What follows belongs to an exercise in optimizing a design on an open flow for small area, a short achievable clock period and few clock cycles; a production flow would make more cautious choices. At most, simulation tests tie the RTL to the original design; equivalence was not proved. Function not checked in run 2: the RTL went through the layout flow alone.

==> flow/design.v, too long to show whole: its modules and the start of the top module <==
// module produto_escalar: 1478 lines
// module produto_escalar_fa: 7 lines
module produto_escalar (
    input  logic         clk_i,
    input  logic         rst_i,
    input  logic         iniciar,
    input  logic [31:0]  a0, a1, a2, a3, a4, a5, a6, a7,
    input  logic [31:0]  b0, b1, b2, b3, b4, b5, b6, b7,
    output logic [63:0]  resultado,
    output logic         concluido
);
  // ...
==> flow/flow/run.sh <==
#!/bin/bash
set -e
echo 'export BUFFER_PORTS_ARGS = -buffer_cell sky130_fd_sc_hd__buf_1' >> config.mk
bash standard.sh SETUP_SLACK_MARGIN=7 finish > standard.log 2>&1
==> flow/standard.sh <==
#!/bin/bash
# synth_recipe.tcl (not shown) runs the flow's synth.tcl, then flattens the netlist and writes it again
# the make line also repeats each setting of config.mk as NAME=value (left out here)
make -C /OpenROAD-flow-scripts/flow DESIGN_CONFIG=/design/flow/config.mk WORK_HOME=/design/flow/orfs CLKGATE_MAP_FILE= SYNTH_SCRIPT=/design/flow/synth_recipe.tcl "${@:-finish}"
==> flow/config.mk <==
export PLATFORM = sky130hd
export DESIGN_NAME = produto_escalar
export DESIGN_NICKNAME = produto_escalar
export VERILOG_FILES = /design/flow/design.v
export SDC_FILE = /design/flow/constraint.sdc
export NUM_CORES = 4
export LEC_CHECK = 0
export CAP_MARGIN = 20
export CORE_MARGIN = 2
export CORE_UTILIZATION = 40
export SLEW_MARGIN = 20
export SYNTH_HIERARCHICAL = 1
export SYNTH_MINIMUM_KEEP_SIZE = 0
export BUFFER_PORTS_ARGS = -buffer_cell sky130_fd_sc_hd__buf_1
==> flow/constraint.sdc <==
create_clock -name core_clock -period 11.5 [get_ports {clk_i}]
set_input_delay 2.3000 -clock core_clock [delete_from_list [all_inputs] [get_ports {clk_i}]]
set_output_delay 2.3000 -clock core_clock [all_outputs]
set_load 0.01 [all_outputs]
==> flow_summary_export.csv, run 1 <==
group,metric,value,unit
global_routing,grt_pass1_vias,32960,
yosys,yosysMostFrequentCell,"a22oi_1",
sta,rsz0062_at_grt,"true",
final_layout,reg_top3,"acc_c x64, acc_s x64, resultado x64",
critical_path,arrival,4.84,ns
placed_design,post-place-ws,6.681,ns
final_layout,fillCellCount,8472,
yosys,muxShareOfSynthArea,0.02859,%
final_layout,design_area,39380,µm²
yosys,synth.largest_area_cell,"fa_1",
clock_tree,cts.htree.levels,2,
run_status,status,"no timing/DRC/antenna violations",
critical_path,timing.rr.end,"acc_c[39]",
yosys,synth_seq_cells,283,
placed_design,dp_hpwl,114.5,mm
yosys,synth.distinct_cells,67,
critical_path,required,11.93,ns
floorplan,die_y,299.8,µm
floorplan,pin_count,580,
sta,setup_viol,0,
final_layout,multi_input_area_share,70.46,%
critical_path,crit_chain,"buf_4, a22oi_1, xnor2_1, fa_1, fa_1, fa_1, fa_1, fa_1, fa_1",
final_layout,final_common_cell,"a22oi_1",
routing,wl_met3,18.53,mm
critical_path,crit_family,"adder cells",
clock_tree,numCtsBuffers,39,
routing,drcViolationCount,0,
critical_path,cp_common_cell,"fa_1",
final_layout,area_dominant_class,"multi-input combinational cells",
min_path,hp-start,"fase[8]",
critical_path,cp.depth,9,
global_routing,grt-busiest-layer,"met2",
Testbench counts, summed over its fixed seeds: cycles 26,400.
==> inputs of run 2 (changes only) <==
--- a/flow/design.v
+++ b/flow/design.v
@@ -3,33 +3,33 @@
     input  logic         rst_i,
     input  logic         iniciar,
     input  logic [31:0]  a0, a1, a2, a3, a4, a5, a6, a7,
     input  logic [31:0]  b0, b1, b2, b3, b4, b5, b6, b7,
     output logic [63:0]  resultado,
     output logic         concluido
 );
   logic        iniciar_prev;
-  logic [9:1]  fase;           
+  logic [8:1]  fase;           
   logic [31:0] a_r;
   logic [15:0] one_r, two_r, neg_r;
   logic [63:0] acc_s, acc_c;
   wire ocupado = |fase;
   wire inicio  = iniciar & ~iniciar_prev & ~ocupado;
   wire en      = inicio | (|fase[7:1]);
   always_ff @(posedge clk_i) begin
     if (rst_i) begin
       iniciar_prev <= 1'b0;
-      fase         <= 9'd0;
+      fase         <= 8'd0;
       concluido    <= 1'b0;
     end else begin
       iniciar_prev <= iniciar;
-      fase         <= {fase[8:1], inicio};
+      fase         <= {fase[7:1], inicio};
       if (inicio)       concluido <= 1'b0;
-      else if (fase[9]) concluido <= 1'b1;
+      else if (fase[8]) concluido <= 1'b1;
     end
   end
   wire [31:0] a_sel = ({32{~ocupado}} & a0) | ({32{fase[1]}} & a1) |
                       ({32{fase[2]}} & a2) | ({32{fase[3]}} & a3) |
                       ({32{fase[4]}} & a4) | ({32{fase[5]}} & a5) |
                       ({32{fase[6]}} & a6) | ({32{fase[7]}} & a7);
   wire [31:0] b_sel = ({32{~ocupado}} & b0) | ({32{fase[1]}} & b1) |
                       ({32{fase[2]}} & b2) | ({32{fase[3]}} & b3) |
@@ -1468,18 +1468,39 @@
   assign nxt_c[59] = fc553;
   assign nxt_c[60] = fs555;
   assign nxt_c[61] = fs556;
   assign nxt_c[62] = fc556;
   assign nxt_c[63] = fc557;
   always_ff @(posedge clk_i) begin
     acc_s <= nxt_s;
     acc_c <= nxt_c;
-    resultado <= acc_s + acc_c;
   end
+  produto_escalar_add64 u_soma (.x(acc_s), .y(acc_c), .s(resultado));
+endmodule
+module produto_escalar_add64 (
+    input  logic [63:0] x, y,
+    output logic [63:0] s
+);
+  logic [63:0] g [0:6];
+  logic [63:0] p [0:6];
+  assign g[0] = x & y;
+  assign p[0] = x ^ y;
+  for (genvar l = 0; l < 6; l++) begin : nivel
+    for (genvar i = 0; i < 64; i++) begin : bit_
+      if (i >= (1 << l)) begin : comb
+        assign g[l+1][i] = g[l][i] | (p[l][i] & g[l][i - (1 << l)]);
+        assign p[l+1][i] = p[l][i] & p[l][i - (1 << l)];
+      end else begin : pass
+        assign g[l+1][i] = g[l][i];
+        assign p[l+1][i] = p[l][i];
+      end
+    end
+  end
+  assign s = p[0] ^ {g[6][62:0], 1'b0};
 endmodule
 module produto_escalar_fa (
     input  logic a, b, c,
     output logic s, co
 );
   assign s  = a ^ b ^ c;
   assign co = (a & b) | (a & c) | (b & c);
 endmodule
==> flow_summary_export.csv, run 2 <==
group,metric,value,unit
run_status,status,"no timing/DRC/antenna violations",
yosys,synth_common_cells,"xnor2_1 (564), a22oi_1 (560), fa_1 (548)",
sta,timing.fmax,0.1641,GHz
min_path,min_to,"fase[1]",
yosys,synth_top_area_share,32.82,%
sta,final_max_slew_viol_count,0,
yosys,synth.distinct_cells,67,
sta,hold_violations,0,
placed_design,dp_hpwl,116.1,mm
clock_tree,clockRootBuffer,"clkbuf_16",
floorplan,die-area,85890,µm²
yosys,synthesis.instances,3345,
sta,hold-worst-slack,0.4690,ns
final_layout,reg_top3,"acc_c x64, acc_s x64, a_r x32",
yosys,synth.area.top_cells,"fa_1 (33%), xnor2_1 (15%), dfxtp_1 (13%)",
yosys,syn_nets,4527,
flow_run,max_cap_viol_count,0,
clock_tree,clk_latency,0.63,ns
placed_design,globalplace.congestion,0.9817,
critical_path,reg2regPathDepth,9,
yosys,synth_top_flop_cell,"dfxtp_1",
final_layout,final_common_cell,"a22oi_1",
critical_path,slowest_delay,0.48,ns
sta,skew,0.04319,ns
placed_design,placed_area,36560,µm²
global_routing,grt_antenna_before_repair,27,
critical_path,path_class,"register to primary output",
min_path,worstHoldPathCells,1,
critical_path,required,9.20,ns
floorplan,pin_count,580,
yosys,synth_warnings,10,
routing,ant_nets,0,
critical_path,worstPathMaxFanout,3,
clock_tree,cts.htree.levels,1,
sta,setup_viol,0,
global_routing,grt_pass1_wl,232.3,mm
final_layout,design_area,40170,µm²
sta,max_slew_margin,15.33,%
clock_tree,ctsHoldBuffers,0,
sta,tns,0,ns
final_layout,syn_to_final_growth,20.19,%
global_routing,grt.overflow.total,0,
final_layout,final_cell_mix,"a22oi_1 (555), fa_1 (547), xnor2_1 (545)",
critical_path,timing.rr.end,"acc_c[35]",
min_path,hp-start,"iniciar_prev",
min_path,hold_path.class,"register to register",
sta,rsz0062_at_grt,"true",
final_layout,nets,4955,
yosys,yosysSeqAreaShare,13.06,%
global_routing,grt_pass1_vias,31740,
critical_path,end_kind,"primary output",
final_layout,post-route-util,48.31,%
floorplan,placementRows,106,
floorplan,core_region_area,83160,µm²
global_routing,grt.total_usage,37.54,%
yosys,synth.largest_area_cell,"fa_1",
global_routing,grt_start_max_net_pins,107,
yosys,synth_seq_cells,218,
routing,drcViolationCount,0,
routing,drtIter0Drc,3888,
critical_path,r2r_start,"a_r[29]",
yosys,synthesis.area,33420,µm²
critical_path,reg2reg_slack,7.04,ns
clock_tree,clockBufferDepth,3,
critical_path,arrival,3.79,ns
sta,period_needed,6.095,ns
floorplan,initial_core_util,40.19,%
critical_path,cp-start-kind,"register",
routing,num_vias,31120,
routing,vias_per_cell,6.362,
final_layout,drive_gt1_share,15.52,%
routing,firstDrtPassIters,8,
critical_path,crit_family,"compound AO/OA/AOI/OAI gates",
yosys,synth_edf_count,0,
clock_tree,clock-sinks,218,
placed_design,numPortBuffers,579,
yosys,yosysMostFrequentCell,"xnor2_1",
routing,routed_wl,162.5,mm
final_layout,fillCellCount,7740,
clock_tree,numCtsBuffers,30,
sta,worstMarginPinSlew,1.270,ns
routing,wl_per_cell,33.22,µm
yosys,synth-async-reset-ratio,0,%
critical_path,crit_chain,"ha_4, fa_2, a211oi_2, o21ai_2, o21ai_2, a211o_1, a2111o_1, a2111oi_4, buf_4, or3b_4, a31oi_2, xnor2_1, buf_2",
critical_path,cpMaxStageDelayCell,"or3b_4",
clock_tree,clk_pin_slew_worst_paths,0.06,ns
critical_path,cp_num_buf_inv,2,
floorplan,die_x,293.1,µm
yosys,avgSynthCellArea,9.992,µm²
clock_tree,cts_tree,"done",
floorplan,die_y,293.1,µm
critical_path,cp_common_cell,"o21ai_2",
sta,final.period_utilization,53.00,%
[run 2: changes by cell type in the layout (fill, tap and decap cells not counted), sizes merged, moves of 14 or more]
cell    delta
a221oi    +33
a22o      +32
a22oi     -64
a31o      +14
buf       +84
clkbuf    -15
dfxtp     -65
nand2     -25
nand3     +41
nand4     -47
nor2      -15
nor4b     +14
xnor2     +18
xor2      -14
[run 2: area by class of cell]
class                           instances  area (µm²)  area share, %
Sequential cell                       218        4488          11.17
Tap cell                             1080        1351          3.364
Timing Repair Buffer                  762        3901          9.711
Antenna cell                           16       40.04        0.09967
Multi-Input combinational cell       2718       29150          72.56
Clock buffer                           38       820.8          2.043
Inverter                               43       161.4         0.4018
Clock inverter                         17       261.5         0.6509
[run 2: routing by layer]
| layer | global-route usage (%) | share of wire (%) | vias up |
|---|---|---|---|
| li1 | - | - | 12770 |
| met1 | 44.27 | 35 | 15560 |
| met2 | 57.22 | 44 | 2273 |
| met3 | 10.16 | 11 | 508 |
| met4 | 30.94 | 10 | 8 |
| met5 | 0.9643 | 0.032 | - |
[run 2: worst max path at each step]
stage	to	from	cells past startpoint	slack, ns
after floorplan	resultado[58]	acc_s[7]	11	6.62
after global placement	resultado[60]	acc_c[19]	10	5.81
after detailed placement	resultado[62]	acc_s[10]	11	5.77
after CTS	resultado[62]	acc_c[0]	13	5.38
after global routing	resultado[62]	acc_c[0]	13	5.27
final	resultado[58]	acc_c[0]	13	5.41
[run 2: per-module statistics from Yosys, one instance, submodules excluded]
module	flip-flops and latches	area, µm²	cells inside
produto_escalar_add64	0	3675	550
produto_escalar	218	18800	2248
produto_escalar_fa	0	20.02	1
[run 2: timing repair]
| action | CTS | global route |
|---|---|---|
| gates cloned | 0 | 1 |
| setup endpoints to repair | 75 | 87 |
| endpoints found under the hold margin | 0 | 0 |
| pin swaps | 88 | 81 |
| buffers inserted | 54 | 36 |
| gates resized for setup | 258 | 122 |
[run 2: metrics by stage]
stage | std cells | setup WS, ns
finish | 4892 | 5.405
global route | 4885 | 5.270
CTS | 4831 | 5.384
detailed placement | 4722 | 5.774
global placement | 4722 | 5.811
floorplan | 3345 | 6.618
[run 2: cell families after synthesis]
logic type / synth area share (%)
AO/OA/AOI/OAI: 21.58
AND/OR/NAND/NOR: 7.577
buffers and inverters: 4.683
flip-flops: 13.06
adder cells (fa/ha/maj): 37.28
XOR/XNOR: 15.83

==> separate check: timing with driven ports <==
How much do the figures lean on ideal ports? The routed layouts below were timed once more, with nothing changed but the port constraints.
Step 1: set_driving_cell puts a clkbuf_16 on clk_i and a buf_2 on each other input, an assumption about the parent block.
Step 2 adds t to the input delays and takes it off the output delays; t is the mean of the earliest and latest rising clock arrival at the registers after step 1. Input paths then give back, and output paths get back, about the clock's delay inside the block.
a / b / c = no drivers / after step 1 / after step 2; a / b = the first two.
| run | t, ns | setup WS [ns] | pins driven straight from the clock port |
|---|---|---|---|
| run 1 | 0.639 | 7.092 / 7.092 / 6.858 | 1 |
| run 2 | 0.685 | 5.405 / 5.329 / 6.014 | 1 |
After both steps setup and hold are still met in every run listed. The setup slack of run 1, which loses most, moves by 0.000 ns with the drivers and by -0.234 ns with both steps.
